This design comes from an exercise in tuning for small area on the open sky130 flow, not from production work. Only simulation tests tie the RTL to the original design; equivalence was not proved. No driver is modelled on the clock port, so clocking that relies on it looks cheaper here than on a real chip. Power figures rest on the tool's default switching activity, not on a simulated workload.

==> design/flow/design.v <==
module mp3(
    input logic     clk,
    input logic     rst,
    output logic    _9b, _6a, _4a, _2a, _0a, _5a, _3b, _49a, _45a, _48b
);
logic [8:0] acc;
logic [6:0] addr;
logic [2:0] mag;
always_comb begin
    case (addr)
        7'd0: mag = 3'd6;
        7'd1: mag = 3'd6;
        7'd2: mag = 3'd6;
        7'd3: mag = 3'd7;
        7'd4: mag = 3'd6;
        7'd5: mag = 3'd6;
        7'd6: mag = 3'd6;
        7'd7: mag = 3'd7;
        7'd8: mag = 3'd6;
        7'd9: mag = 3'd6;
        7'd10: mag = 3'd6;
        7'd11: mag = 3'd7;
        7'd12: mag = 3'd6;
        7'd13: mag = 3'd6;
        7'd14: mag = 3'd6;
        7'd15: mag = 3'd6;
        7'd16: mag = 3'd6;
        7'd17: mag = 3'd7;
        7'd18: mag = 3'd6;
        7'd19: mag = 3'd6;
        7'd20: mag = 3'd6;
        7'd21: mag = 3'd6;
        7'd22: mag = 3'd6;
        7'd23: mag = 3'd6;
        7'd24: mag = 3'd6;
        7'd25: mag = 3'd6;
        7'd26: mag = 3'd6;
        7'd27: mag = 3'd6;
        7'd28: mag = 3'd6;
        7'd29: mag = 3'd6;
        7'd30: mag = 3'd5;
        7'd31: mag = 3'd6;
        7'd32: mag = 3'd6;
        7'd33: mag = 3'd6;
        7'd34: mag = 3'd6;
        7'd35: mag = 3'd5;
        7'd36: mag = 3'd6;
        7'd37: mag = 3'd5;
        7'd38: mag = 3'd6;
        7'd39: mag = 3'd6;
        7'd40: mag = 3'd5;
        7'd41: mag = 3'd6;
        7'd42: mag = 3'd5;
        7'd43: mag = 3'd5;
        7'd44: mag = 3'd6;
        7'd45: mag = 3'd5;
        7'd46: mag = 3'd5;
        7'd47: mag = 3'd6;
        7'd48: mag = 3'd5;
        7'd49: mag = 3'd5;
        7'd50: mag = 3'd5;
        7'd51: mag = 3'd5;
        7'd52: mag = 3'd5;
        7'd53: mag = 3'd5;
        7'd54: mag = 3'd5;
        7'd55: mag = 3'd5;
        7'd56: mag = 3'd5;
        7'd57: mag = 3'd5;
        7'd58: mag = 3'd4;
        7'd59: mag = 3'd5;
        7'd60: mag = 3'd5;
        7'd61: mag = 3'd4;
        7'd62: mag = 3'd5;
        7'd63: mag = 3'd4;
        7'd64: mag = 3'd5;
        7'd65: mag = 3'd4;
        7'd66: mag = 3'd4;
        7'd67: mag = 3'd4;
        7'd68: mag = 3'd5;
        7'd69: mag = 3'd4;
        7'd70: mag = 3'd4;
        7'd71: mag = 3'd4;
        7'd72: mag = 3'd4;
        7'd73: mag = 3'd4;
        7'd74: mag = 3'd4;
        7'd75: mag = 3'd3;
        7'd76: mag = 3'd4;
        7'd77: mag = 3'd4;
        7'd78: mag = 3'd3;
        7'd79: mag = 3'd4;
        7'd80: mag = 3'd3;
        7'd81: mag = 3'd4;
        7'd82: mag = 3'd3;
        7'd83: mag = 3'd3;
        7'd84: mag = 3'd3;
        7'd85: mag = 3'd4;
        7'd86: mag = 3'd3;
        7'd87: mag = 3'd3;
        7'd88: mag = 3'd3;
        7'd89: mag = 3'd2;
        7'd90: mag = 3'd3;
        7'd91: mag = 3'd3;
        7'd92: mag = 3'd3;
        7'd93: mag = 3'd2;
        7'd94: mag = 3'd3;
        7'd95: mag = 3'd2;
        7'd96: mag = 3'd2;
        7'd97: mag = 3'd3;
        7'd98: mag = 3'd2;
        7'd99: mag = 3'd2;
        7'd100: mag = 3'd2;
        7'd101: mag = 3'd2;
        7'd102: mag = 3'd2;
        7'd103: mag = 3'd2;
        7'd104: mag = 3'd2;
        7'd105: mag = 3'd1;
        7'd106: mag = 3'd2;
        7'd107: mag = 3'd2;
        7'd108: mag = 3'd1;
        7'd109: mag = 3'd2;
        7'd110: mag = 3'd1;
        7'd111: mag = 3'd1;
        7'd112: mag = 3'd1;
        7'd113: mag = 3'd1;
        7'd114: mag = 3'd2;
        7'd115: mag = 3'd0;
        7'd116: mag = 3'd1;
        7'd117: mag = 3'd1;
        7'd118: mag = 3'd1;
        7'd119: mag = 3'd1;
        7'd120: mag = 3'd0;
        7'd121: mag = 3'd1;
        7'd122: mag = 3'd0;
        7'd123: mag = 3'd0;
        7'd124: mag = 3'd1;
        7'd125: mag = 3'd0;
        7'd126: mag = 3'd0;
        7'd127: mag = 3'd0;
        default: mag = 3'd0;
    endcase
end
logic [8:0] s;
wire [8:0] n = s + 9'd1;
assign addr = s[7] ? ~n[6:0] : s[6:0];
wire minus = s[8] ^ s[7];
wire hi = ~s[8];
always_ff @(posedge clk) begin
    if (rst) s <= 9'd0;
    else s <= n;
end
always_ff @(posedge clk) begin
    if (rst) acc <= 9'd0;
    else acc <= minus ? acc - {6'd0, mag} : acc + {6'd0, mag};
end
wire b9 = hi | (acc == 9'd0);
assign {_48b, _45a, _49a, _3b, _5a, _0a, _2a, _4a, _6a, _9b} = {b9, acc};
endmodule
==> design/flow/flow/run.sh <==
#!/bin/bash
# Own flow: the standard layout (standard.sh), with these changes:
#  - synthesis: ABC maps with flow/abc.script (area-oriented) instead of ORFS's script, and
#    no adder extraction (ADDER_MAP_FILE empty), so ABC sees all logic. Flip-flop mapping,
#    flattening and renaming are the standard synthesis's (flow/my_synth.tcl).
#  - extra make variables from flow/make_args (one NAME=value per line): smaller port
#    buffers and a plainer clock tree.
set -euo pipefail
W=$(pwd)
export MY_ABC_SCRIPT=$W/flow/abc.script
sed -e "s#SYNTH_SCRIPT=[^ ]*#SYNTH_SCRIPT=$W/flow/my_synth.tcl ADDER_MAP_FILE=#" standard.sh > my_standard.sh
grep -q "my_synth.tcl ADDER_MAP_FILE=" my_standard.sh
args=()
if [[ -f flow/make_args ]]; then
  while IFS= read -r line; do [[ -n "$line" ]] && args+=("$line"); done < flow/make_args
fi
bash my_standard.sh "${args[@]}" finish > flow_make.log 2>&1
==> design/flow/flow/abc.script <==
strash
dc2
dch -f
amap
topo
==> design/flow/flow/make_args <==
BUFFER_PORTS_ARGS=-buffer_cell sky130_fd_sc_hd__buf_1
CTS_ARGS=-buf_list sky130_fd_sc_hd__clkbuf_4 -dont_use_dummy_load -repair_clock_nets
==> design/flow/flow/my_synth.tcl <==
# synth_recipe.tcl with one change: Yosys's abc call uses this flow's own ABC script
# (area-oriented mapping) in place of ORFS's abc_speed/abc_area script.
proc synth {args} { yosys synth -nofsm -noshare {*}$args }
proc abc {args} {
  set i [lsearch -exact $args -script]
  if {$i >= 0} { set args [lreplace $args [expr {$i+1}] [expr {$i+1}] $::env(MY_ABC_SCRIPT)] }
  yosys abc {*}$args
}
source $::env(SCRIPTS_DIR)/synth.tcl
# left out here: clear keep_hierarchy, flatten, clean up, hide names made inside functions, write 1_2_yosys.v
==> design/flow/standard.sh <==
#!/bin/bash
# synth_recipe.tcl (not shown) runs the flow's synth.tcl, then flattens the netlist and writes it again
# the make line also repeats each setting of config.mk as NAME=value (left out here)
make -C /OpenROAD-flow-scripts/flow DESIGN_CONFIG=/design/flow/config.mk WORK_HOME=/design/flow/orfs CLKGATE_MAP_FILE= SYNTH_SCRIPT=/design/flow/synth_recipe.tcl "${@:-finish}"
==> design/flow/config.mk <==
export PLATFORM = sky130hd
export DESIGN_NAME = mp3
export DESIGN_NICKNAME = mp3
export VERILOG_FILES = /design/flow/design.v
export SDC_FILE = /design/flow/constraint.sdc
export NUM_CORES = 4
export LEC_CHECK = 0
export CAP_MARGIN = 20
export CORE_MARGIN = 2
export CORE_UTILIZATION = 40
export SLEW_MARGIN = 20
==> design/flow/constraint.sdc <==
create_clock -name core_clock -period 10.0 [get_ports {clk}]
set_input_delay 2.0000 -clock core_clock [delete_from_list [all_inputs] [get_ports {clk}]]
set_output_delay 2.0000 -clock core_clock [all_outputs]
set_load 0.01 [all_outputs]
==> impl_metrics.env, run 1 <==
export IMPL_cts_hold_buffers_added=0
export IMPL_number_of_storage_elements_in_the_synthesis_netlist=18
export IMPL_post_cts_setup_buffers=0
export IMPL_cp_buffers_inverters=2
export IMPL_total_of_endpoints_with_negative_setup_slack_in_the_final_report=0
export IMPL_place_hpwl_um=1810
export IMPL_initial_antenna_violation_count=0
export IMPL_mean_area_per_synthesized_cell_um2=6.64
export IMPL_clk_lat_worst_skew_ps=290
export IMPL_run_status="no timing/DRC/antenna violations"
export IMPL_synthesis_instances=159
export IMPL_critical_path_cell_count=23
export IMPL_finalHoldViolCount=0
export IMPL_startpoint_type="register"
export IMPL_grt_pass1_vias=950
export IMPL_endpoint_type_of_the_worst_setup_path="register"
export IMPL_drv_max_cap_violation_count=0
export IMPL_globalRouteTotalUtil=0.160
export IMPL_synth_nets=161
export IMPL_netlist_cell_type_count=24
export IMPL_grt_max_degree=19
export IMPL_cp_cell_sequence="clkinv_1 > o22ai_1 > clkinv_1 > o21ai_0 > a31oi_1 > nor2_1 > o21ai_0 > a31oi_1 > or2_0 > nand2_1 > o21ai_0 > o21ai_0 > nor2_1 > a21oi_1 > nor2_1 > a21oi_1 > o21ai_0 > nand2_1 > nor4_1 > a21oi_1 > a21oi_1 > nor2_1 > a211oi_1"
export IMPL_postCtsResizedCells=0
export IMPL_row_count=18
export IMPL_critical_path_max_fanout=9
export IMPL_clock_fmax_ghz=0.200
export IMPL_worstPathArrival_ps=5210
export IMPL_grt_overflow=0
export IMPL_drt_initial_violations=52
export IMPL_ctsLongestPathBuffers=2
export IMPL_worst_path_max_delay_cell="o22ai_1"
export IMPL_via_per_inst=5.56
export IMPL_whs_ps=502
export IMPL_cp_data_required_time_ps=10210
export IMPL_finalWorstSetupSlack_ps=5010
export IMPL_clkSlewWorstSetupHoldPaths_ps=100
export IMPL_critical_path_top_delay_family="compound AO/OA/AOI/OAI gates"
export IMPL_post_synth_instance_area_um2=1060
export IMPL_r2r_worst_path_cells=23
export IMPL_dieWidth_um=55.4
export IMPL_insertedDiodeCount=0
export IMPL_worst_path_most_repeated_cell="o21ai_0"
export IMPL_clock_period_minus_worst_slack_ps=4990
export IMPL_power_per_cell_area_nw_per_um2=125
export IMPL_timing_setup_tns_ps=0
export IMPL_cts_num_sinks=18
export IMPL_area_delta_synth_final_pct=9.60
export IMPL_worst_slack_at_placement_ps=5100
export IMPL_ioPinCount=12
export IMPL_antenna_violating_nets_post_route=0
export IMPL_critPathKind="register to register"
export IMPL_maxSlewViolCount=0
export IMPL_tritoncts_num_buffers=3
export IMPL_vdd_ir_drop_worst_mv=0.0982
export IMPL_synth_seq_area_share=0.341
export IMPL_yosys_warnings=1
export IMPL_htree_levels=1
export IMPL_design_die_area_um2=3070
export IMPL_worstMarginPinSlew_ps=809
export IMPL_drt_first_pass_iters=4
export IMPL_holdCritPathClass="register to register"
export IMPL_synth_edff_count=0
export IMPL_max_slew_margin_rel=0.461
export IMPL_place_port_buffers=11
export IMPL_whs_path_depth=1
export IMPL_asyncSetResetFlopFracSynth=0
export IMPL_core_footprint_um2=2500
export IMPL_floorplan_die_height_um=55.4
export IMPL_detail_route_wirelength_um=2380
export IMPL_setup_repair_after_global_routing_missed_its_margin="no"
export IMPL_route_vias_total=1129
export IMPL_initial_utilization=0.422
export IMPL_route_detailed_drc=0
export IMPL_final_nets=177
export IMPL_leakagePower_nw=0.370
export IMPL_delay_contributed_by_the_slowest_stage_of_the_critical_path_ps=610
export IMPL_wl_per_cell_um=11.7
export IMPL_period_share=0.499
export IMPL_cts_root_buf="clkbuf_4"
export IMPL_cts_tree="built"
export IMPL_fin_skew_ps=15.4
export IMPL_gpl_congestion=0.935
export IMPL_first_pass_grt_wire_length_um=4040
export IMPL_layout_drive_gt1_share=0.0173
export IMPL_ys_dominant_reg_cell="dfxtp_1"
final timing paths:
check | start | endpoint | slack, ps
max | s[7]$_SDFF_PP0_ | acc[8]$_SDFF_PP0_ | 5010
min | s[0]$_SDFF_PP0_ | s[0]$_SDFF_PP0_ | 500
max reg2reg | s[7]$_SDFF_PP0_ | acc[8]$_SDFF_PP0_ | 5010
min reg2reg | s[0]$_SDFF_PP0_ | s[0]$_SDFF_PP0_ | 500
state kept, by name, summed over array words and instances (netlist names):
register and flops:
acc 9, s 9
layout by cell type, fill, tap and decap left out, drive strengths merged, types with 3 or more instances in the layout:
master,count
dfxtp,18
a31oi,3
o21ai,20
o22ai,8
buf,11
clkbuf,3
clkinv,16
nor2,36
a211oi,9
nand2,16
a21oi,15
cells by family after synthesis:
logic type	after synthesis	synth area share
DFF	18	0.341
AOI/OAI and AO/OA	64	0.366
and+or+nand+nor	61	0.236
buffers and inverters	16	0.0569
through the flow:
stage                     power [mW]  area (µm²)  cells  utilization
after detailed placement       0.111        1130    200        0.454
after global placement         0.111        1130    200        0.454
after floorplan                0.103        1060    159            -
after global routing           0.155        1160    203        0.463
final                          0.145        1160    203        0.463
after CTS                      0.147        1160    203        0.463
worst register-to-register path: stages, from the launching register on:
cell and delay [ps]:
dfxtp_1 510, clkinv_1 280, o22ai_1 610, clkinv_1 330, o21ai_0 340, a31oi_1 80
nor2_1 100, o21ai_0 90, a31oi_1 290, or2_0 200, nand2_1 80, o21ai_0 150
o21ai_0 160, nor2_1 150, a21oi_1 80, nor2_1 160, a21oi_1 80, o21ai_0 300
nand2_1 110, nor4_1 370, a21oi_1 70, a21oi_1 180, nor2_1 60, a211oi_1 150
power by group:
group          switching, mW  internal [mW]  total, mW
Combinational         0.0183         0.0102     0.0285
Sequential           0.00526         0.0764     0.0816
Clock                 0.0206         0.0140     0.0346
layout make-up:
| class | instances | area [µm²] |
|---|---|---|
| fill | 267 | 1340 |
| multi-input combinational | 125 | 636 |
| sequential | 18 | 360 |
| inverter | 16 | 60.1 |
| timing repair buffer | 11 | 41.3 |
| tap | 30 | 37.5 |
| clock buffer | 3 | 22.5 |
Yosys cell counts (2+ instances only):
cell,count,area [µm²]
dfxtp_1,18,360
o311ai_0,2,17.5
clkinv_1,16,60.1
nor2_1,36,135
nand2_1,16,60.1
o22ai_1,8,50.1
a211oi_1,9,67.6
nor3_1,2,10.0
a31oi_1,3,18.8
nor4_1,2,12.5
a21oi_1,15,75.1
o21ai_0,20,100
routing by layer:
layer	vias up	routed length (µm)	part of all wire	global-route usage
met1	490	1210	0.51	0.216
li1	610	-	-	-
met3	5	84	0.035	0.0211
met2	24	1040	0.44	0.253
met4	0	44	0.018	0.0732
met5	-	0	0	0
==> run 2, diff against run 1 <==
--- a/design/flow/config.mk
+++ b/design/flow/config.mk
@@ -7,5 +7,5 @@
 export LEC_CHECK = 0
 export CAP_MARGIN = 20
-export CORE_MARGIN = 2
-export CORE_UTILIZATION = 40
+export CORE_AREA = 3 3 77 77
+export DIE_AREA = 0 0 80 80
 export SLEW_MARGIN = 20
==> run 2 against run 1 <==
  * Still clean
  * First-iteration DRC count shrank 27%
  * Sequential power grew 0.5%
  * Clock power grew 4%
  * Register-to-register slack improved by 170 ps
  * Non-clock buffer count unchanged
  * Sequential share of layout area down 1.3 points
  * Critical path depth did not move
  * Synthesized cell count stayed put
  * Critical path type unchanged
  * Critical endpoint unchanged
  * Highest routed layer is now met3
==> impl_metrics.env, run 2 <==
export IMPL_run_status="no timing/DRC/antenna violations"
export IMPL_synthDominantAreaCellType="dfxtp_1"
export IMPL_critPathKind="register to register"
export IMPL_row_count=26
export IMPL_route_detailed_drc=0
export IMPL_first_pass_grt_wire_length_um=3980
export IMPL_max_slew_margin_rel=0.461
export IMPL_grt_pass1_vias=934
export IMPL_core_footprint_um2=5200
export IMPL_cp_data_required_time_ps=10210
export IMPL_fin_area_um2=1210
export IMPL_htree_levels=1
export IMPL_ys_dominant_reg_cell="dfxtp_1"
export IMPL_synth_nets=161
export IMPL_ioPinCount=12
export IMPL_floorplan_die_height_um=80
export IMPL_power_per_cell_area_nw_per_um2=121
export IMPL_initial_utilization=0.203
export IMPL_total_of_endpoints_with_negative_setup_slack_in_the_final_report=0
export IMPL_period_share=0.482
export IMPL_wl_per_cell_um=9.63
export IMPL_whs_ps=518
export IMPL_cts_num_sinks=18
export IMPL_biggestRegsByFlops="acc (9), s (9)"
export IMPL_total_power_uw=146
export IMPL_tritoncts_num_buffers=3
export IMPL_endpoint_type_of_the_worst_setup_path="register"
export IMPL_critical_path_max_fanout=9
export IMPL_gpl_congestion=0.803
export IMPL_route_vias_total=1089
export IMPL_synthesis_instances=159
export IMPL_asyncSetResetFlopFracSynth=0
export IMPL_synth_top_cells_by_count="nor2_1 (36), o21ai_0 (20), dfxtp_1 (18)"
export IMPL_cts_tree="built"
export IMPL_detail_route_wirelength_um=2340
export IMPL_place_hpwl_um=1810
export IMPL_initial_antenna_violation_count=0
export IMPL_grt_max_degree=19
export IMPL_globalRouteTotalUtil=0.0733
export IMPL_finalHoldViolCount=0
export IMPL_synth_edff_count=0
export IMPL_clk_lat_worst_skew_ps=290
export IMPL_share_of_the_synthesized_area_in_the_top_cell_type=0.341
export IMPL_via_per_inst=4.48
export IMPL_detailed_place_area_um2=1180
export IMPL_fin_skew_ps=6.32
export IMPL_drt_initial_violations=38
export IMPL_drt_first_pass_iters=4
export IMPL_area_delta_synth_final_pct=14.3
export IMPL_holdCritPathClass="register to register"
export IMPL_ctsLongestPathBuffers=2
export IMPL_mean_area_per_synthesized_cell_um2=6.64
export IMPL_clock_fmax_ghz=0.207
export IMPL_worstMarginPinSlew_ps=808
export IMPL_vdd_ir_drop_worst_mv=0.0517
export IMPL_cells_taking_the_most_area_after_synthesis="dfxtp_1 (34%), nor2_1 (13%), o21ai_0 (9.5%)"
export IMPL_cts_root_buf="clkbuf_4"
export IMPL_post_synth_top_count_cell="nor2_1"
export IMPL_number_of_storage_elements_in_the_synthesis_netlist=18
export IMPL_synth_seq_area_share=0.341
export IMPL_maxSlewViolCount=0
export IMPL_layout_drive_gt1_share=0.0173
export IMPL_dieWidth_um=80
export IMPL_final_nets=177
export IMPL_place_port_buffers=11
export IMPL_leading_cell_types_in_the_layout_fill_and_taps_excluded="nor2_1 (36), o21ai_0 (20), dfxtp_1 (18)"
export IMPL_antenna_violating_nets_post_route=0
export IMPL_grt_overflow=0
export IMPL_leakagePower_nw=0.370
export IMPL_cts_hold_buffers_added=0
export IMPL_setup_repair_after_global_routing_missed_its_margin="no"
export IMPL_clock_period_minus_worst_slack_ps=4820
export IMPL_post_layout_cell_count=243
export IMPL_startpoint_type="register"
export IMPL_worstPathArrival_ps=5040
export IMPL_postCtsResizedCells=0
export IMPL_clkSlewWorstSetupHoldPaths_ps=100
export IMPL_post_place_cells=240
export IMPL_post_synth_instance_area_um2=1060
export IMPL_yosys_warnings=1
export IMPL_netlist_cell_type_count=24
export IMPL_final_common_cell="nor2_1"
export IMPL_insertedDiodeCount=0
export IMPL_timing_setup_tns_ps=0
export IMPL_post_cts_setup_buffers=0
export IMPL_drv_max_cap_violation_count=0
export IMPL_design_die_area_um2=6400
export IMPL_num_fill_cells=579
## run 2: final timing paths
path / slack (ps) / to / start / depth (start not counted)
min: 520 / acc[8]$_SDFF_PP0_ / acc[8]$_SDFF_PP0_ / 1
min reg2reg: 520 / acc[8]$_SDFF_PP0_ / acc[8]$_SDFF_PP0_ / 1
max reg2reg: 5180 / acc[8]$_SDFF_PP0_ / s[7]$_SDFF_PP0_ / 23
max: 5180 / acc[8]$_SDFF_PP0_ / s[7]$_SDFF_PP0_ / 23
## run 2: power by group
group | switching (mW) | internal (mW)
clock network | 0.0220 | 0.0140
logic | 0.0178 | 0.0102
registers | 0.00563 | 0.0764
total | 0.0455 | 0.101
## run 2: layer usage
layer,vias to the layer above,wire length [µm],GRT usage
met5,-,0,0
met4,0,0,0.0270
met3,0,17,0.00451
met2,9,1030,0.110
met1,472,1300,0.109
li1,608,-,-
## run 2: final cells by class
cell class                 instances  area [µm²]  share of cell area
multi-input combinational        125         636               0.526
inverter                          16        60.1              0.0497
timing repair buffer              11        41.3              0.0342
tap                               70        87.6              0.0725
clock buffer                       3        22.5              0.0187
sequential                        18         360               0.298
## run 2: cells by family (layout without fill, tap and decap cells)
logic type / Yosys count / count (layout) / share of synthesized area
buf+inv: 16 / 30 / 0.0569
flops: 18 / 18 / 0.341
compound gates: 64 / 64 / 0.366
simple gates: 61 / 61 / 0.236
## run 2: through the flow
step,utilization,setup slack [ps]
finish,0.232,5180
global route,0.232,4460
CTS,0.232,5140
detailed placement,0.228,5190
global placement,0.228,5210
floorplan,-,5910
## run 2: worst max-delay path, stage by stage (launching register included)
cell and delay [ps]:
dfxtp_1 500, clkinv_1 270, o22ai_1 580, clkinv_1 330, a21oi_1 270, o221ai_1 130, o311ai_0 120, a21oi_1 80
a31oi_1 280, or2_0 180, nand2_1 50, o21ai_0 110, o21ai_0 160, nor2_1 150, a21oi_1 80, nor2_1 160
a21oi_1 80, o21ai_0 280, nand2_1 120, nor4_1 360, a21oi_1 70, a21oi_1 180, nor2_1 60, a211oi_1 150
==> run 3, diff against run 2 <==
--- a/design/flow/design.v
+++ b/design/flow/design.v
@@ -7,4 +7,18 @@
 logic [6:0] addr;
 logic [2:0] mag;
+logic [8:0] s;
+logic [9:0] sc;
+logic [8:0] n;
+always_comb begin
+    sc[0] = 1'b1;
+    for (int k = 0; k < 9; k++) begin
+        n[k] = s[k] ^ sc[k];
+        sc[k+1] = s[k] & sc[k];
+    end
+end
+assign addr = s[7] ? ~n[6:0] : s[6:0];
+wire inv = s[8] ^ s[7];
+wire last = sc[7];
+wire [2:0] step = last ? {1'b0, s[8], ~s[7]} & {3{~s[7]}} : mag;
 always_comb begin
     case (addr)
@@ -136,22 +150,27 @@
         7'd125: mag = 3'd0;
         7'd126: mag = 3'd0;
-        7'd127: mag = 3'd0;
         default: mag = 3'd0;
     endcase
 end
-logic [8:0] s;
-wire [8:0] n = s + 9'd1;
-assign addr = s[7] ? ~n[6:0] : s[6:0];
-wire minus = s[8] ^ s[7];
-wire hi = ~s[8];
-always_ff @(posedge clk) begin
-    if (rst) s <= 9'd0;
-    else s <= n;
+logic [9:0] ac;
+logic [8:0] sum;
+always_comb begin
+    ac[0] = 1'b0;
+    for (int k = 0; k < 9; k++) begin
+        if (k < 3) begin
+            sum[k] = acc[k] ^ step[k] ^ ac[k];
+            ac[k+1] = (acc[k] & step[k]) | (ac[k] & (acc[k] ^ step[k]));
+        end else begin
+            sum[k] = acc[k] ^ ac[k];
+            ac[k+1] = acc[k] & ac[k];
+        end
+    end
 end
 always_ff @(posedge clk) begin
-    if (rst) acc <= 9'd0;
-    else acc <= minus ? acc - {6'd0, mag} : acc + {6'd0, mag};
+    if (rst) begin s <= 9'd0; acc <= 9'd0; end
+    else begin s <= n; acc <= sum; end
 end
-wire b9 = hi | (acc == 9'd0);
-assign {_48b, _45a, _49a, _3b, _5a, _0a, _2a, _4a, _6a, _9b} = {b9, acc};
+wire [8:0] o = acc ^ {9{inv}};
+wire b9 = ~s[8] | (o == 9'd0);
+assign {_48b, _45a, _49a, _3b, _5a, _0a, _2a, _4a, _6a, _9b} = {b9, o};
 endmodule
==> design/flow/flow/run.sh (replaced) <==
#!/bin/bash
# Own flow: the standard layout (standard.sh), with these changes:
#  - synthesis (flow/my_synth.tcl): the final ABC mapping is tried with each area-oriented
#    script in flow/abc/ and the smallest netlist is kept; no adder extraction
#    (ADDER_MAP_FILE empty), so ABC sees all logic. Flip-flop mapping, flattening and
#    renaming are the standard synthesis's.
#  - extra make variables from flow/make_args (one NAME=value per line): smallest port
#    buffers (buf_1) and CTS limited to the clock port's net;
#  - clock tree (flow/pre_cts.tcl, run at the start of the CTS step): a single clkbuf_8
#    drives every flip-flop's clock pin.
# make's full output goes to flow_make.log; each ORFS step's log is under orfs/logs/.
set -euo pipefail
W=$(pwd)
export MY_ABC_DIR=$W/flow/abc
export MY_CLK_BUF=sky130_fd_sc_hd__clkbuf_8
export PRE_CTS_TCL=$W/flow/pre_cts.tcl
sed -e "s#SYNTH_SCRIPT=[^ ]*#SYNTH_SCRIPT=$W/flow/my_synth.tcl ADDER_MAP_FILE=#" standard.sh > my_standard.sh
grep -q "my_synth.tcl ADDER_MAP_FILE=" my_standard.sh
args=()
if [[ -f flow/make_args ]]; then
  while IFS= read -r line; do [[ -n "$line" ]] && args+=("$line"); done < flow/make_args
fi
bash my_standard.sh "${args[@]}" finish > flow_make.log 2>&1
==> design/flow/flow/abc/a_c2rs_amap200.script (new file) <==
strash
balance -l
resub -K 6 -l
rewrite -l
resub -K 6 -N 2 -l
refactor -l
resub -K 8 -l
balance -l
resub -K 8 -N 2 -l
rewrite -l
resub -K 10 -l
rewrite -z -l
resub -K 10 -N 2 -l
balance -l
resub -K 12 -l
refactor -z -l
resub -K 12 -N 2 -l
rewrite -z -l
balance -l
dch -f
amap -F 200 -A 200
topo
==> design/flow/flow/abc/b_c2rs_amap.script (new file) <==
strash
balance -l
resub -K 6 -l
rewrite -l
resub -K 6 -N 2 -l
refactor -l
resub -K 8 -l
balance -l
resub -K 8 -N 2 -l
rewrite -l
resub -K 10 -l
rewrite -z -l
resub -K 10 -N 2 -l
balance -l
resub -K 12 -l
refactor -z -l
resub -K 12 -N 2 -l
rewrite -z -l
balance -l
dch -f
amap
topo
==> design/flow/flow/abc/c_deep120_amap200.script (new file) <==
&get -n
&st
&deepsyn -T 120
&put
dch -f
amap -F 200 -A 200
topo
==> design/flow/flow/abc/d_deep60_amapm.script (new file) <==
&get -n
&st
&deepsyn -T 60
&put
dch -f
amap -m
topo
==> design/flow/flow/abc/e_deep60_c2rs_amap200.script (new file) <==
&get -n
&st
&deepsyn -T 60
&put
balance -l
resub -K 6 -l
rewrite -l
resub -K 6 -N 2 -l
refactor -l
resub -K 8 -l
balance -l
resub -K 8 -N 2 -l
rewrite -l
resub -K 10 -l
rewrite -z -l
resub -K 10 -N 2 -l
balance -l
resub -K 12 -l
refactor -z -l
resub -K 12 -N 2 -l
rewrite -z -l
balance -l
dch -f
amap -F 200 -A 200
topo
==> design/flow/flow/make_args (replaced) <==
BUFFER_PORTS_ARGS=-buffer_cell sky130_fd_sc_hd__buf_1
CTS_ARGS=-clk_nets clk -buf_list sky130_fd_sc_hd__clkbuf_8 -dont_use_dummy_load
==> design/flow/flow/my_synth.tcl (replaced) <==
# synth_recipe.tcl with one change: Yosys's final technology-mapping abc call is run once per
# ABC script in flow/abc/ (all area-oriented), and the smallest result is kept.
proc synth {args} { yosys synth -nofsm -noshare {*}$args }
proc area_now {} {
  set f $::env(OBJECTS_DIR)/my_abc_stat.txt
  yosys tee -q -o $f stat {*}$::lib_args
  set h [open $f]; set s [read $h]; close $h
  if {![regexp {Chip area for module [^:]*: ([0-9.]+)} $s -> a]} { error "no area in stat" }
  return $a
}
proc abc {args} {
  set i [lsearch -exact $args -script]
  if {$i < 0 || [lsearch -exact $args -liberty] < 0} { yosys abc {*}$args; return }
  set scripts [lsort [glob $::env(MY_ABC_DIR)/*.script]]
  yosys design -save my_pre_abc
  set best ""
  foreach s $scripts {
    yosys design -load my_pre_abc
    yosys abc {*}[lreplace $args [expr {$i+1}] [expr {$i+1}] $s]
    set a [area_now]
    puts "MY_ABC [file tail $s] area $a"
    if {$best eq "" || $a < $best_area} {
      set best $s; set best_area $a
      yosys design -save my_best_abc
    }
  }
  yosys design -load my_best_abc
  puts "MY_ABC chose [file tail $best] area $best_area"
}
source $::env(SCRIPTS_DIR)/synth.tcl
# left out here: clear keep_hierarchy, flatten, clean up, hide names made inside functions, write 1_2_yosys.v
==> design/flow/flow/pre_cts.tcl (new file) <==
# Clock tree: one clock buffer (MY_CLK_BUF) between the clock port and all the flip-flops,
# placed at the flip-flops' centroid. CTS (run only on the port's net, see CTS_ARGS in
# flow/make_args) then finds that net already buffered and adds nothing.
set block [ord::get_db_block]
set dbu [$block getDbUnitsPerMicron]
set sx 0.0; set sy 0.0; set n 0
foreach it [[$block findNet clk] getITerms] {
  set box [[$it getInst] getBBox]
  set sx [expr {$sx + ([$box xMin] + [$box xMax]) / 2.0}]
  set sy [expr {$sy + ([$box yMin] + [$box yMax]) / 2.0}]
  incr n
}
set x [expr {$sx / $n / $dbu}]
set y [expr {$sy / $n / $dbu}]
puts "clock buffer at $x $y for $n sinks"
insert_buffer -buffer_cell $::env(MY_CLK_BUF) -net clk -buffer_name clkroot_buf -location [list $x $y]
removed: design/flow/flow/abc.script
==> run 3 against run 2 <==
  * Cell count decreased by 4.9%
  * First-iteration DRC count shrank 16%
  * Register-to-register slack better by 410 ps
  * Total power fell by 16%
  * Largest cell class unchanged
  * Still clean on timing, DRC and antenna
  * Clock power shrank 23%
  * Synthesized cell count fell by 6.3%
  * Utilization decreased by 1.3 points
  * Clock skew shrank 3.8 ps
  * Final area down 5.4%
==> impl_metrics.env, run 3 <==
export IMPL_run_status="no timing/DRC/antenna violations"
export IMPL_synthDominantAreaCellType="dfxtp_1"
export IMPL_route_detailed_drc=0
export IMPL_timing_setup_tns_ps=0
export IMPL_endpoint_type_of_the_worst_setup_path="output port"
export IMPL_total_power_uw=123
export IMPL_globalRouteTotalUtil=0.0685
export IMPL_gpl_congestion=0.824
export IMPL_clk_lat_worst_skew_ps=160
export IMPL_power_share_sequential=0.624
export IMPL_total_of_endpoints_with_negative_setup_slack_in_the_final_report=0
export IMPL_design_die_area_um2=6400
export IMPL_worstPathArrival_ps=2670
export IMPL_synth_seq_area_share=0.360
export IMPL_synth_nets=151
export IMPL_insertedDiodeCount=0
export IMPL_setup_reg_to_reg_worst_slack_ps=5590
export IMPL_clock_period_minus_worst_slack_ps=4670
export IMPL_area_delta_synth_final_pct=14.3
export IMPL_mean_area_per_synthesized_cell_um2=6.71
export IMPL_fin_skew_ps=2.50
export IMPL_synth_edff_count=0
export IMPL_r2r_worst_path_cells=28
export IMPL_period_share=0.467
export IMPL_biggestRegsByFlops="acc (9), s (9)"
export IMPL_grt_pass1_vias=855
export IMPL_drv_max_cap_violation_count=0
export IMPL_sw_frac_of_total=0.266
export IMPL_cp_data_required_time_ps=8000
export IMPL_layout_drive_gt1_share=0.00621
export IMPL_holdCritPathClass="register to register"
export IMPL_yosys_warnings=1
export IMPL_asyncSetResetFlopFracSynth=0
export IMPL_post_cts_setup_buffers=0
export IMPL_place_hpwl_um=1770
export IMPL_leakagePower_nw=0.379
export IMPL_grt_overflow=0
export IMPL_critical_path_max_fanout=14
export IMPL_synth_top_cells_by_count="nor2_1 (27), clkinv_1 (22), dfxtp_1 (18)"
export IMPL_grt_max_degree=19
export IMPL_worst_slack_at_placement_ps=5550
export IMPL_leading_cell_types_in_the_layout_fill_and_taps_excluded="nor2_1 (27), clkinv_1 (22), dfxtp_1 (18)"
export IMPL_wl_per_cell_um=9.48
export IMPL_num_fill_cells=610
export IMPL_dieWidth_um=80
export IMPL_detail_route_wirelength_um=2190
export IMPL_finalWorstSetupSlack_ps=5330
export IMPL_drt_initial_violations=32
export IMPL_max_slew_margin_rel=0.386
export IMPL_timing_hold_worst_start="acc[6]$_SDFF_PP0_"
export IMPL_net_switching_power_uw=32.9
export IMPL_place_port_buffers=11
export IMPL_final_common_cell="nor2_1"
export IMPL_clock_fmax_ghz=0.214
export IMPL_power_per_cell_area_nw_per_um2=108
export IMPL_timing_hold_worst_endpoint="acc[6]$_SDFF_PP0_"
export IMPL_p_comb_frac=0.150
export IMPL_cts_hold_buffers_added=0
export IMPL_antenna_violating_nets_post_route=0
export IMPL_ioPinCount=12
export IMPL_rr_startpoint="s[0]$_SDFF_PP0_"
export IMPL_postCtsResizedCells=0
export IMPL_share_of_the_synthesized_area_in_the_top_cell_type=0.360
export IMPL_netlist_cell_type_count=21
export IMPL_row_count=26
export IMPL_rr_endpoint="acc[8]$_SDFF_PP0_"
export IMPL_ys_dominant_reg_cell="dfxtp_1"
export IMPL_route_vias_total=1007
export IMPL_worstMarginPinSlew_ps=921
export IMPL_core_footprint_um2=5200
export IMPL_post_synth_instance_area_um2=1000
export IMPL_post_synth_top_count_cell="nor2_1"
export IMPL_maxSlewViolCount=0
export IMPL_critPathKind="register to output port"
export IMPL_first_pass_grt_wire_length_um=3770
export IMPL_vdd_ir_drop_worst_mv=0.0519
export IMPL_startpoint_type="register"
export IMPL_floorplan_die_height_um=80
export IMPL_clkSlewWorstSetupHoldPaths_ps=110
export IMPL_initial_antenna_violation_count=0
export IMPL_power_clock_fraction=0.226
export IMPL_finalHoldViolCount=0
export IMPL_p_int_uw=90.4
export IMPL_drt_first_pass_iters=4
export IMPL_initial_utilization=0.192
export IMPL_setup_repair_after_global_routing_missed_its_margin="no"
export IMPL_number_of_storage_elements_in_the_synthesis_netlist=18
export IMPL_whs_path_depth=2
export IMPL_via_per_inst=4.36
export IMPL_cells_taking_the_most_area_after_synthesis="dfxtp_1 (36%), nor2_1 (10%), o21ai_0 (8.5%)"
export IMPL_final_nets=165
export IMPL_synthesis_instances=149
==> run 3: metal layers <==
layer  vias up  part of all wire  wire length (µm)  GRT usage
met2        16              0.41               888      0.114
met1       428              0.54              1190     0.0993
met4         0            0.0046                10    0.00338
li1        561                 -                 -          -
met3         2             0.048               106    0.00677
met5         -                 0                 0          0
==> run 3: cell families (layout without fill, tap and decap cells) <==
family / count (synthesis) / after routing / synth area share
AOI/OAI and AO/OA: 57 / 57 / 0.349
buffers and inverters: 22 / 34 / 0.0826
DFF: 18 / 18 / 0.360
and+or+nand+nor: 52 / 52 / 0.208
==> run 3: final cells by class, clock buffers not listed <==
type                            instances  area (µm²)  area share
Timing Repair Buffer                   11        41.3      0.0361
Multi-Input combinational cell        109         557       0.487
Sequential cell                        18         360       0.315
Inverter                               22        82.6      0.0723
Tap cell                               70        87.6      0.0767
==> run 3: worst max-delay path by stage <==
stage                    start                 to  slack, ps
5_1_grt        s[0]$_SDFF_PP0_  acc[8]$_SDFF_PP0_       4880
4_1_cts        s[7]$_SDFF_PP0_               _48b       5560
2_1_floorplan  s[7]$_SDFF_PP0_               _48b       5830
3_5_place_dp   s[7]$_SDFF_PP0_               _48b       5550
6_report       s[7]$_SDFF_PP0_               _48b       5330
3_3_place_gp   s[7]$_SDFF_PP0_               _48b       5580
==> run 3: worst max-delay path: stages (launching register included) <==
cell and delay (ps):
dfxtp_1 450, clkinv_1 240, a21oi_1 790, clkinv_1 400, o22ai_1 280, nor3_1 90
nand2_1 70, o41ai_1 60, buf_1 130
==> run 3: power groups by stage <==
stage / clock network, mW / logic [mW] / registers, mW
after floorplan: 0 / 0.0137 / 0.0781
after global placement: 0 / 0.0183 / 0.0785
after detailed placement: 0 / 0.0185 / 0.0786
after CTS: 0.0201 / 0.0185 / 0.0786
after global routing: 0.0328 / 0.0212 / 0.0775
final: 0.0278 / 0.0185 / 0.0770
==> run 3: metrics by stage <==
stage / cell area (µm²) / hold WS (ps) / instances / utilization
2_1_floorplan: 1000 / 439 / 149 / -
3_3_place_gp: 1130 / 463 / 230 / 0.217
3_5_place_dp: 1130 / 472 / 230 / 0.217
4_1_cts: 1140 / 473 / 231 / 0.219
5_1_grt: 1140 / 518 / 231 / 0.219
6_report: 1140 / 494 / 231 / 0.219
==> run 4, diff against run 3 <==
==> design/flow/flow/abc/f_c2rs_r2_amapm200.script (new file) <==
strash
balance -l
resub -K 6 -l
rewrite -l
resub -K 6 -N 2 -l
refactor -l
resub -K 8 -l
balance -l
resub -K 8 -N 2 -l
rewrite -l
resub -K 10 -l
rewrite -z -l
resub -K 10 -N 2 -l
balance -l
resub -K 12 -l
refactor -z -l
resub -K 12 -N 2 -l
rewrite -z -l
balance -l
balance
rewrite
refactor
balance
rewrite
rewrite -z
balance
refactor -z
rewrite -z
balance
dch -f
amap -m -F 200 -A 200
topo
==> design/flow/flow/abc/g_c2rs_dchr_amap200.script (new file) <==
strash
balance -l
resub -K 6 -l
rewrite -l
resub -K 6 -N 2 -l
refactor -l
resub -K 8 -l
balance -l
resub -K 8 -N 2 -l
rewrite -l
resub -K 10 -l
rewrite -z -l
resub -K 10 -N 2 -l
balance -l
resub -K 12 -l
refactor -z -l
resub -K 12 -N 2 -l
rewrite -z -l
balance -l
dch -f -r
amap -F 200 -A 200
topo
==> design/flow/flow/abc/h_c2rs2_amap200.script (new file) <==
strash
balance -l
resub -K 6 -l
rewrite -l
resub -K 6 -N 2 -l
refactor -l
resub -K 8 -l
balance -l
resub -K 8 -N 2 -l
rewrite -l
resub -K 10 -l
rewrite -z -l
resub -K 10 -N 2 -l
balance -l
resub -K 12 -l
refactor -z -l
resub -K 12 -N 2 -l
rewrite -z -l
balance -l
balance -l
resub -K 6 -l
rewrite -l
resub -K 6 -N 2 -l
refactor -l
resub -K 8 -l
balance -l
resub -K 8 -N 2 -l
rewrite -l
resub -K 10 -l
rewrite -z -l
resub -K 10 -N 2 -l
balance -l
resub -K 12 -l
refactor -z -l
resub -K 12 -N 2 -l
rewrite -z -l
balance -l
dch -f
amap -F 200 -A 200
topo
==> run 4 against run 3 <==
  * Utilization is the same
  * Setup slack stayed put
  * Sequential cell count unchanged
  * Sequential share of layout area is the same
  * Final area unchanged
  * Largest cell class unchanged
  * Largest power group unchanged
==> impl_metrics.env, run 4 <==
export IMPL_postLayoutCoreUtil=0.219
export IMPL_total_of_endpoints_with_negative_setup_slack_in_the_final_report=0
export IMPL_first_pass_grt_wire_length_um=3770
export IMPL_post_cts_setup_buffers=0
export IMPL_worstMarginPinSlew_ps=921
export IMPL_endpoint_type_of_the_worst_setup_path="output port"
export IMPL_post_synth_instance_area_um2=1000
export IMPL_synth_xor_area_share=0
export IMPL_number_of_storage_elements_in_the_synthesis_netlist=18
export IMPL_fin_skew_ps=2.50
export IMPL_post_place_cells=230
export IMPL_synth_top_family_by_area="compound AO/OA/AOI/OAI gates"
export IMPL_critPathKind="register to output port"
export IMPL_power_share_sequential=0.624
export IMPL_row_count=26
export IMPL_holdCritPathClass="register to register"
export IMPL_final_nets=165
export IMPL_clkSlewWorstSetupHoldPaths_ps=110
export IMPL_gpl_congestion=0.824
export IMPL_wl_per_cell_um=9.48
export IMPL_drv_max_cap_violation_count=0
export IMPL_max_slew_margin_rel=0.386
export IMPL_setup_reg_to_reg_worst_slack_ps=5590
export IMPL_delay_contributed_by_the_slowest_stage_of_the_critical_path_ps=790
export IMPL_leakagePower_nw=0.379
export IMPL_post_synth_fa_ha_maj_area_fraction=0
export IMPL_post_synth_top_count_cell="nor2_1"
export IMPL_core_footprint_um2=5200
export IMPL_synthMuxAreaShare=0
export IMPL_critical_path_cell_count=8
export IMPL_grt_max_degree=19
export IMPL_yosys_warnings=1
export IMPL_whs_ps=494
export IMPL_grt_pass1_vias=855
export IMPL_synthDominantAreaCellType="dfxtp_1"
export IMPL_asyncSetResetFlopFracSynth=0
export IMPL_synthesized_area_fraction_occupied_by_ao_oa_aoi_and_oai_cells=0.349
export IMPL_timing_setup_tns_ps=0
export IMPL_synth_simple_area_share=0.208
export IMPL_run_status="no timing/DRC/antenna violations"
export IMPL_r2r_worst_path_cells=28
export IMPL_insertedDiodeCount=0
export IMPL_leading_cell_types_in_the_layout_fill_and_taps_excluded="nor2_1 (27), clkinv_1 (22), dfxtp_1 (18)"
export IMPL_initial_antenna_violation_count=0
export IMPL_synthesis_instances=149
export IMPL_layout_drive_gt1_share=0.00621
export IMPL_cp_cell_sequence="clkinv_1 > a21oi_1 > clkinv_1 > o22ai_1 > nor3_1 > nand2_1 > o41ai_1 > buf_1"
export IMPL_place_hpwl_um=1770
export IMPL_netlist_cell_type_count=21
export IMPL_postCtsResizedCells=0
export IMPL_detail_route_wirelength_um=2190
export IMPL_power_clock_fraction=0.226
export IMPL_startpoint_type="register"
export IMPL_net_switching_power_uw=32.9
export IMPL_share_of_the_synthesized_area_in_the_top_cell_type=0.360
export IMPL_ioPinCount=12
export IMPL_via_per_inst=4.36
export IMPL_drt_first_pass_iters=4
export IMPL_maxSlewViolCount=0
export IMPL_critical_path_max_fanout=14
export IMPL_num_fill_cells=610
export IMPL_area_delta_synth_final_pct=14.3
export IMPL_drt_initial_violations=32
export IMPL_clock_period_minus_worst_slack_ps=4670
export IMPL_antenna_violating_nets_post_route=0
export IMPL_worst_setup_path_endpoint="_48b"
export IMPL_worstPathArrival_ps=2670
export IMPL_finalHoldViolCount=0
export IMPL_dieWidth_um=80
export IMPL_synth_top_cells_by_count="nor2_1 (27), clkinv_1 (22), dfxtp_1 (18)"
export IMPL_cp_data_required_time_ps=8000
export IMPL_final_common_cell="nor2_1"
export IMPL_ys_dominant_reg_cell="dfxtp_1"
export IMPL_design_die_area_um2=6400
export IMPL_route_vias_total=1007
export IMPL_finalWorstSetupSlack_ps=5330
export IMPL_rr_endpoint="acc[8]$_SDFF_PP0_"
export IMPL_sw_frac_of_total=0.266
export IMPL_cells_taking_the_most_area_after_synthesis="dfxtp_1 (36%), nor2_1 (10%), o21ai_0 (8.5%)"
export IMPL_setup_repair_after_global_routing_missed_its_margin="no"
export IMPL_vdd_ir_drop_worst_mv=0.0519
export IMPL_worstSetupStartpoint="s[7]$_SDFF_PP0_"
export IMPL_clk_lat_worst_skew_ps=160
export IMPL_rr_startpoint="s[0]$_SDFF_PP0_"
export IMPL_p_int_uw=90.4
export IMPL_synth_edff_count=0
export IMPL_globalRouteTotalUtil=0.0685
export IMPL_worst_slack_at_placement_ps=5550
export IMPL_post_layout_cell_count=231
export IMPL_cts_hold_buffers_added=0
export IMPL_grt_overflow=0
export IMPL_initial_utilization=0.192
export IMPL_mean_area_per_synthesized_cell_um2=6.71
export IMPL_cp_buffers_inverters=3
export IMPL_clock_fmax_ghz=0.214
export IMPL_power_per_cell_area_nw_per_um2=108
export IMPL_period_share=0.467
export IMPL_place_port_buffers=11
export IMPL_biggestRegsByFlops="acc (9), s (9)"
export IMPL_p_comb_frac=0.150
export IMPL_synth_seq_area_share=0.360
export IMPL_floorplan_die_height_um=80
export IMPL_worst_path_max_delay_cell="a21oi_1"
export IMPL_worst_path_most_repeated_cell="clkinv_1"
export IMPL_route_detailed_drc=0
export IMPL_critical_path_top_delay_family="compound AO/OA/AOI/OAI gates"
export IMPL_synth_nets=151
==> run 4: power by group through the flow <==
stage                     Clock (mW)  Combinational [mW]  Sequential (mW)
final                         0.0278              0.0185           0.0770
after global routing          0.0328              0.0212           0.0775
after CTS                     0.0201              0.0185           0.0786
after detailed placement           0              0.0185           0.0786
after global placement             0              0.0183           0.0785
after floorplan                    0              0.0137           0.0781
==> run 4: how the worst min path moves through the flow <==
stage                              to  cells past startpoint              start  slack (ps)
finish              acc[6]$_SDFF_PP0_                      2  acc[6]$_SDFF_PP0_         490
global route        acc[6]$_SDFF_PP0_                      2  acc[6]$_SDFF_PP0_         520
CTS                   s[0]$_SDFF_PP0_                      1    s[0]$_SDFF_PP0_         470
detailed placement    s[0]$_SDFF_PP0_                      1    s[0]$_SDFF_PP0_         470
global placement      s[0]$_SDFF_PP0_                      1    s[0]$_SDFF_PP0_         460
floorplan           acc[8]$_SDFF_PP0_                      1  acc[8]$_SDFF_PP0_         440
==> run 4: layout make-up, clock buffers not listed <==
class / instances / area [µm²] / share of cell area
multi-input cells: 109 / 557 / 0.487
inverters: 22 / 82.6 / 0.0723
well taps: 70 / 87.6 / 0.0767
repair buffers: 11 / 41.3 / 0.0361
flip-flops and latches: 18 / 360 / 0.315
==> run 4: stage by stage <==
| stage | area [µm²] | power [mW] |
|---|---|---|
| global route | 1140 | 0.131 |
| detailed placement | 1130 | 0.0971 |
| finish | 1140 | 0.123 |
| global placement | 1130 | 0.0968 |
| CTS | 1140 | 0.117 |
| floorplan | 1000 | 0.0919 |
==> run 4: cells by family after synthesis <==
group / after synthesis
compound gates: 57
simple gates: 52
buf+inv: 22
flops: 18
==> run 4: per-layer routing <==
| metal | track usage | part of all wire | vias to the layer above |
|---|---|---|---|
| met1 | 0.0993 | 0.54 | 428 |
| met3 | 0.00677 | 0.048 | 2 |
| li1 | - | - | 561 |
| met4 | 0.00338 | 0.0046 | 0 |
| met2 | 0.114 | 0.41 | 16 |
| met5 | 0 | 0 | - |
==> run 4: worst register-to-register path: cells and delay by family, from the launching register on <==
kind                   cells  cell delay (ps)
AO/OA/AOI/OAI             10             1640
AND/OR/NAND/NOR           12             1640
buffers and inverters      6              710
flip-flops                 1              370
==> run 5, diff against run 4 <==
--- a/design/flow/design.v
+++ b/design/flow/design.v
@@ -2,5 +2,14 @@
     input logic     clk,
     input logic     rst,
-    output logic    _9b, _6a, _4a, _2a, _0a, _5a, _3b, _49a, _45a, _48b
+    output logic    _9b,     
+    output logic    _6a,     
+    output logic    _4a,     
+    output logic    _2a,     
+    output logic    _0a,     
+    output logic    _5a,     
+    output logic    _3b,     
+    output logic    _49a,    
+    output logic    _45a,    
+    output logic    _48b     
 );
 logic [8:0] acc;
==> run 5 against run 4 <==
  * Via count is the same
  * Highest routed layer unchanged
  * Critical path depth is the same
  * Clock power is essentially flat
  * First-iteration DRC count is the same
  * Utilization is the same
  * Worst hold slack is the same
  * Total power is the same
  * Critical path type unchanged
  * Cell count is the same
  * Synthesized cell count is the same
  * Sequential power is essentially flat
==> impl_metrics.env, run 5 <==
export IMPL_endpoint_type_of_the_worst_setup_path="output port"
export IMPL_biggestRegsByFlops="acc (9), s (9)"
export IMPL_cells_taking_the_most_area_after_synthesis="dfxtp_1 (36%), nor2_1 (10%), o21ai_0 (8.5%)"
export IMPL_design_die_area_um2=6400
export IMPL_synth_top_cells_by_count="nor2_1 (27), clkinv_1 (22), dfxtp_1 (18)"
export IMPL_post_place_cells=230
export IMPL_holdCritPathClass="register to register"
export IMPL_final_seq_area_um2=360
export IMPL_dieWidth_um=80
export IMPL_post_synth_top_count_cell="nor2_1"
export IMPL_worstPathArrival_ps=2670
export IMPL_critical_path_cell_count=8
export IMPL_post_cts_setup_buffers=0
export IMPL_asyncSetResetFlopFracSynth=0
export IMPL_row_count=26
export IMPL_globalRouteTotalUtil=0.0685
export IMPL_max_slew_margin_rel=0.386
export IMPL_setup_repair_after_global_routing_missed_its_margin="no"
export IMPL_dr_max_layer_used="met4"
export IMPL_gpl_congestion=0.824
export IMPL_detail_route_wirelength_um=2190
export IMPL_power_per_cell_area_nw_per_um2=108
export IMPL_worst_path_most_repeated_cell="clkinv_1"
export IMPL_drt_first_pass_iters=4
export IMPL_grt_pass1_vias=855
export IMPL_startpoint_type="register"
export IMPL_cp_cell_sequence="clkinv_1 > a21oi_1 > clkinv_1 > o22ai_1 > nor3_1 > nand2_1 > o41ai_1 > buf_1"
export IMPL_insertedDiodeCount=0
export IMPL_worst_path_max_delay_cell="a21oi_1"
export IMPL_share_of_the_synthesized_area_in_the_top_cell_type=0.360
export IMPL_maxSlewViolCount=0
export IMPL_final_nets=165
export IMPL_cp_data_required_time_ps=8000
export IMPL_critPathKind="register to output port"
export IMPL_whs_path_depth=2
export IMPL_timing_setup_tns_ps=0
export IMPL_r2r_worst_path_cells=28
export IMPL_leading_cell_types_in_the_layout_fill_and_taps_excluded="nor2_1 (27), clkinv_1 (22), dfxtp_1 (18)"
export IMPL_period_share=0.467
export IMPL_critical_path_top_delay_family="compound AO/OA/AOI/OAI gates"
export IMPL_initial_antenna_violation_count=0
export IMPL_total_of_endpoints_with_negative_setup_slack_in_the_final_report=0
export IMPL_via_per_inst=4.36
export IMPL_drt_met1_wl_um=1190
export IMPL_multiInputGateArea_um2=557
export IMPL_synth_nets=151
export IMPL_run_status="no timing/DRC/antenna violations"
export IMPL_wl_per_cell_um=9.48
export IMPL_critical_path_max_fanout=14
export IMPL_drt_initial_violations=32
export IMPL_post_layout_cell_count=231
export IMPL_cts_hold_buffers_added=0
export IMPL_synth_seq_area_share=0.360
export IMPL_met2WireLength_um=888
export IMPL_clk_lat_worst_skew_ps=160
export IMPL_drv_max_cap_violation_count=0
export IMPL_clkSlewWorstSetupHoldPaths_ps=110
export IMPL_clock_fmax_ghz=0.214
export IMPL_fin_area_um2=1140
export IMPL_delay_contributed_by_the_slowest_stage_of_the_critical_path_ps=790
export IMPL_route_vias_total=1007
export IMPL_vdd_ir_drop_worst_mv=0.0519
export IMPL_place_hpwl_um=1770
export IMPL_synthDominantAreaCellType="dfxtp_1"
export IMPL_cp_buffers_inverters=3
export IMPL_final_common_cell="nor2_1"
export IMPL_met3WireLength_um=106
export IMPL_grt_max_degree=19
export IMPL_place_port_buffers=11
export IMPL_netlist_cell_type_count=21
export IMPL_finalHoldViolCount=0
export IMPL_fin_skew_ps=2.50
export IMPL_initial_utilization=0.192
export IMPL_worstMarginPinSlew_ps=921
export IMPL_layout_drive_gt1_share=0.00621
export IMPL_post_synth_instance_area_um2=1000
export IMPL_postLayoutCoreUtil=0.219
export IMPL_floorplan_die_height_um=80
export IMPL_ys_dominant_reg_cell="dfxtp_1"
export IMPL_clock_period_minus_worst_slack_ps=4670
export IMPL_num_fill_cells=610
export IMPL_synth_edff_count=0
export IMPL_ioPinCount=12
export IMPL_detailed_place_area_um2=1130
export IMPL_first_pass_grt_wire_length_um=3770
export IMPL_grt_overflow=0
export IMPL_core_footprint_um2=5200
export IMPL_number_of_storage_elements_in_the_synthesis_netlist=18
export IMPL_area_delta_synth_final_pct=14.3
export IMPL_yosys_warnings=1
export IMPL_leakagePower_nw=0.379
export IMPL_postCtsResizedCells=0
export IMPL_synthesis_instances=149
export IMPL_antenna_violating_nets_post_route=0
export IMPL_route_detailed_drc=0
export IMPL_mean_area_per_synthesized_cell_um2=6.71
-- run 5: cell counts after synthesis --
Identical to the previous run, type by type.
-- run 5: area by class of cell, clock buffers not listed --
cell class              count  share of cell area
flip-flops and latches     18               0.315
inverters                  22              0.0723
well taps                  70              0.0767
repair buffers             11              0.0361
multi-input cells         109               0.487
-- run 5: per-stage QoR --
| stage | worst slack [ps] | total power, mW | hold slack (ps) |
|---|---|---|---|
| after global routing | 4880 | 0.131 | 518 |
| final | 5330 | 0.123 | 494 |
| after floorplan | 5830 | 0.0919 | 439 |
| after global placement | 5580 | 0.0968 | 463 |
| after detailed placement | 5550 | 0.0971 | 472 |
| after CTS | 5560 | 0.117 | 473 |
-- run 5: worst paths after layout --
check,endpoint,slack [ps],from
worst max-delay path,_48b,5330,s[7]$_SDFF_PP0_
worst min-delay path,acc[6]$_SDFF_PP0_,490,acc[6]$_SDFF_PP0_
worst max register to register,acc[8]$_SDFF_PP0_,5590,s[0]$_SDFF_PP0_
worst min register to register,acc[6]$_SDFF_PP0_,490,acc[6]$_SDFF_PP0_
-- run 5: per-layer routing --
metal,track usage,vias up
met2,0.114,16
met4,0.00338,0
met1,0.0993,428
li1,-,561
met5,0,-
met3,0.00677,2
-- run 5: logic make-up after synthesis --
kind of cell	count (synthesis)	share of synthesized area
AO/OA/AOI/OAI	57	0.349
buffers and inverters	22	0.0826
flip-flops	18	0.360
AND/OR/NAND/NOR	52	0.208
-- run 5: report_power, final --
group	switching [mW]	internal, mW
logic	0.0121	0.00642
registers	0.00229	0.0747
clock network	0.0185	0.00935
total	0.0329	0.0904
-- run 5: worst reg2reg max path, delay by kind of cell (launching register included) --
family	cells	cell delay, ps
flops	1	370
buf+inv	6	710
compound gates	10	1640
simple gates	12	1640
==> run 6, diff against run 5 <==
--- a/design/flow/flow/run.sh
+++ b/design/flow/flow/run.sh
@@ -13,5 +13,5 @@
 W=$(pwd)
 export MY_ABC_DIR=$W/flow/abc
-export MY_CLK_BUF=sky130_fd_sc_hd__clkbuf_8
+export MY_CLK_BUF=sky130_fd_sc_hd__buf_6
 export PRE_CTS_TCL=$W/flow/pre_cts.tcl
 sed -e "s#SYNTH_SCRIPT=[^ ]*#SYNTH_SCRIPT=$W/flow/my_synth.tcl ADDER_MAP_FILE=#" standard.sh > my_standard.sh
==> run 6 against run 5 <==
  * Clock skew barely moved
  * Highest routed layer unchanged
  * Sequential power barely moved
  * Combinational power barely moved
  * Total power fell by 0.96%
  * Critical path depth did not move
  * Setup slack improved by 17 ps
==> impl_metrics.env, run 6 <==
export IMPL_post_cts_setup_buffers=0
export IMPL_antenna_violating_nets_post_route=0
export IMPL_design_die_area_um2=6400
export IMPL_grt_met2_usage=0.114
export IMPL_multiInputGateArea_um2=557
export IMPL_worstPathArrival_ps=2650
export IMPL_ioPinCount=12
export IMPL_grt_max_degree=19
export IMPL_finalHoldViolCount=0
export IMPL_synthDominantAreaCellType="dfxtp_1"
export IMPL_grt_overflow=0
export IMPL_floorplan_die_height_um=80
export IMPL_post_synth_top_count_cell="nor2_1"
export IMPL_final_common_cell="nor2_1"
export IMPL_post_synth_instance_area_um2=1000
export IMPL_row_count=26
export IMPL_fin_skew_ps=2.50
export IMPL_via_per_inst=4.36
export IMPL_biggestRegsByFlops="acc (9), s (9)"
export IMPL_maxSlewViolCount=0
export IMPL_clk_lat_worst_skew_ps=140
export IMPL_worst_path_most_repeated_cell="clkinv_1"
export IMPL_area_delta_synth_final_pct=14.0
export IMPL_initial_antenna_violation_count=0
export IMPL_core_footprint_um2=5200
export IMPL_clock_fmax_ghz=0.215
export IMPL_leakagePower_nw=0.378
export IMPL_drt_initial_violations=32
export IMPL_timing_hold_worst_start="acc[6]$_SDFF_PP0_"
export IMPL_clkSlewWorstSetupHoldPaths_ps=120
export IMPL_gpl_congestion=0.824
export IMPL_endpoint_type_of_the_worst_setup_path="output port"
export IMPL_vdd_ir_drop_worst_mv=0.0501
export IMPL_layout_drive_gt1_share=0.00621
export IMPL_cp_data_required_time_ps=8000
export IMPL_drv_max_cap_violation_count=0
export IMPL_synth_edff_count=0
export IMPL_first_pass_grt_wire_length_um=3770
export IMPL_place_hpwl_um=1770
export IMPL_run_status="no timing/DRC/antenna violations"
export IMPL_critPathKind="register to output port"
export IMPL_share_of_the_synthesized_area_in_the_top_cell_type=0.360
export IMPL_cells_taking_the_most_area_after_synthesis="dfxtp_1 (36%), nor2_1 (10%), o21ai_0 (8.5%)"
export IMPL_cts_hold_buffers_added=0
export IMPL_final_nets=165
export IMPL_period_share=0.465
export IMPL_postLayoutCoreUtil=0.219
export IMPL_wl_per_cell_um=9.49
export IMPL_yosys_warnings=1
export IMPL_postCtsResizedCells=0
export IMPL_ys_dominant_reg_cell="dfxtp_1"
export IMPL_dieWidth_um=80
export IMPL_timing_setup_tns_ps=0
export IMPL_synthesis_instances=149
export IMPL_final_seq_area_um2=360
export IMPL_rr_startpoint="s[0]$_SDFF_PP0_"
export IMPL_route_detailed_drc=0
export IMPL_netlist_cell_type_count=21
export IMPL_worstSetupStartpoint="s[7]$_SDFF_PP0_"
export IMPL_drt_first_pass_iters=4
export IMPL_cp_buffers_inverters=3
export IMPL_clock_period_minus_worst_slack_ps=4650
export IMPL_insertedDiodeCount=0
export IMPL_detail_route_wirelength_um=2190
export IMPL_route_vias_total=1007
export IMPL_grt_util_met1=0.0993
export IMPL_total_of_endpoints_with_negative_setup_slack_in_the_final_report=0
export IMPL_grt_pass1_vias=855
export IMPL_number_of_storage_elements_in_the_synthesis_netlist=18
export IMPL_worst_path_max_delay_cell="a21oi_1"
export IMPL_asyncSetResetFlopFracSynth=0
export IMPL_startpoint_type="register"
export IMPL_synth_nets=151
export IMPL_delay_contributed_by_the_slowest_stage_of_the_critical_path_ps=790
export IMPL_worstMarginPinSlew_ps=921
export IMPL_synth_seq_area_share=0.360
export IMPL_holdCritPathClass="register to register"
export IMPL_globalRouteTotalUtil=0.0685
export IMPL_num_fill_cells=611
export IMPL_initial_utilization=0.192
export IMPL_synth_top_cells_by_count="nor2_1 (27), clkinv_1 (22), dfxtp_1 (18)"
export IMPL_grt_most_used_layer="met2"
export IMPL_place_port_buffers=11
export IMPL_setup_repair_after_global_routing_missed_its_margin="no"
export IMPL_cp_cell_sequence="clkinv_1 > a21oi_1 > clkinv_1 > o22ai_1 > nor3_1 > nand2_1 > o41ai_1 > buf_1"
export IMPL_mean_area_per_synthesized_cell_um2=6.71
export IMPL_gr_usage_met3=0.00677
export IMPL_power_per_cell_area_nw_per_um2=107
export IMPL_critical_path_top_delay_family="compound AO/OA/AOI/OAI gates"
export IMPL_critical_path_max_fanout=14
export IMPL_max_slew_margin_rel=0.386
export IMPL_leading_cell_types_in_the_layout_fill_and_taps_excluded="nor2_1 (27), clkinv_1 (22), dfxtp_1 (18)"
-- run 6: cell types whose count changed in the layout (fill, tap and decap cells not counted) --
| cell | previous run | this run |
|---|---|---|
| buf_6 | 0 | 1 |
| clkbuf_8 | 1 | 0 |
-- run 6: worst paths after layout --
path | to | slack [ps] | cells past startpoint
setup / recovery | _48b | 5350 | 8
hold reg to reg | acc[6]$_SDFF_PP0_ | 500 | 2
hold / removal | acc[6]$_SDFF_PP0_ | 500 | 2
setup reg to reg | acc[8]$_SDFF_PP0_ | 5580 | 28
-- run 6: cells by family (layout without fill, tap and decap cells) --
group / count (synthesis) / after routing / share of synthesized area
AND/OR/NAND/NOR: 52 / 52 / 0.208
AO/OA/AOI/OAI: 57 / 57 / 0.349
buffers and inverters: 22 / 34 / 0.0826
flip-flops: 18 / 18 / 0.360
-- run 6: layout make-up, clock buffers not listed --
cell class	instances	share of cell area
Sequential cell	18	0.316
Timing Repair Buffer	11	0.0362
Inverter	22	0.0724
Tap cell	70	0.0768
Multi-Input combinational cell	109	0.488
-- run 6: worst min-delay path, delay by kind of cell, from the launching register on --
| kind | cells | cell delay, ps |
|---|---|---|
| flip-flops | 1 | 330 |
| buffers and inverters | 1 | 70 |
| AO/OA/AOI/OAI | 1 | 60 |
-- run 6: metal layers --
metal	vias up	routed length [µm]
met5	-	0
met4	0	10
met3	2	106
met2	16	888
met1	428	1190
li1	561	-
-- run 6: per-stage QoR --
stage                     instances  instance area (µm²)  worst slack, ps  total power, mW  hold slack [ps]
after floorplan                 149                 1000             5830           0.0919              439
after global placement          230                 1130             5580           0.0968              463
after detailed placement        230                 1130             5550           0.0971              472
after CTS                       231                 1140             5560            0.116              473
after global routing            231                 1140             4880            0.130              519
final                           231                 1140             5350            0.122              495
-- run 6: power by group --
part | total, mW | switching (mW) | internal [mW] | leakage [nW]
sequential | 0.0770 | 0.00229 | 0.0747 | 0.147
combinational | 0.0185 | 0.0121 | 0.00642 | 0.225
clock | 0.0267 | 0.0185 | 0.00815 | 0.00605

## re-timing with driven ports
How much do the figures lean on ideal ports? The routed layouts below were timed once more, with nothing changed but the port constraints. Step 1, drivers: a clkbuf_16 drives clk and a buf_2 each remaining input, both assumed. Step 2 moves the port delays by t, midway between the first and last clock arrival at a register: inputs arrive t later, outputs are due t later. That takes back most of the time a late clock gives input paths. Slacks: no drivers / after step 1 / after step 2; pairs: no drivers / after step 1.
run | t, ns | slack for setup (ns) | hold slack, ns | slew at the worst register clock pin (ns)
run 1 | 0.308 | 5.006 / 5.006 / 5.006 | 0.502 / 0.502 / 0.502 | 0.10 / 0.10
run 2 | 0.303 | 5.177 / 5.177 / 5.177 | 0.518 / 0.518 / 0.518 | 0.10 / 0.10
run 3 | 0.186 | 5.332 / 5.308 / 5.495 | 0.494 / 0.494 / 0.494 | 0.11 / 0.11
run 4 | 0.186 | 5.332 / 5.308 / 5.495 | 0.494 / 0.494 / 0.494 | 0.11 / 0.11
run 5 | 0.186 | 5.332 / 5.308 / 5.495 | 0.494 / 0.494 / 0.494 | 0.11 / 0.11
run 6 | 0.167 | 5.349 / 5.324 / 5.491 | 0.495 / 0.495 / 0.495 | 0.12 / 0.12
After both steps every run listed still meets setup and hold.
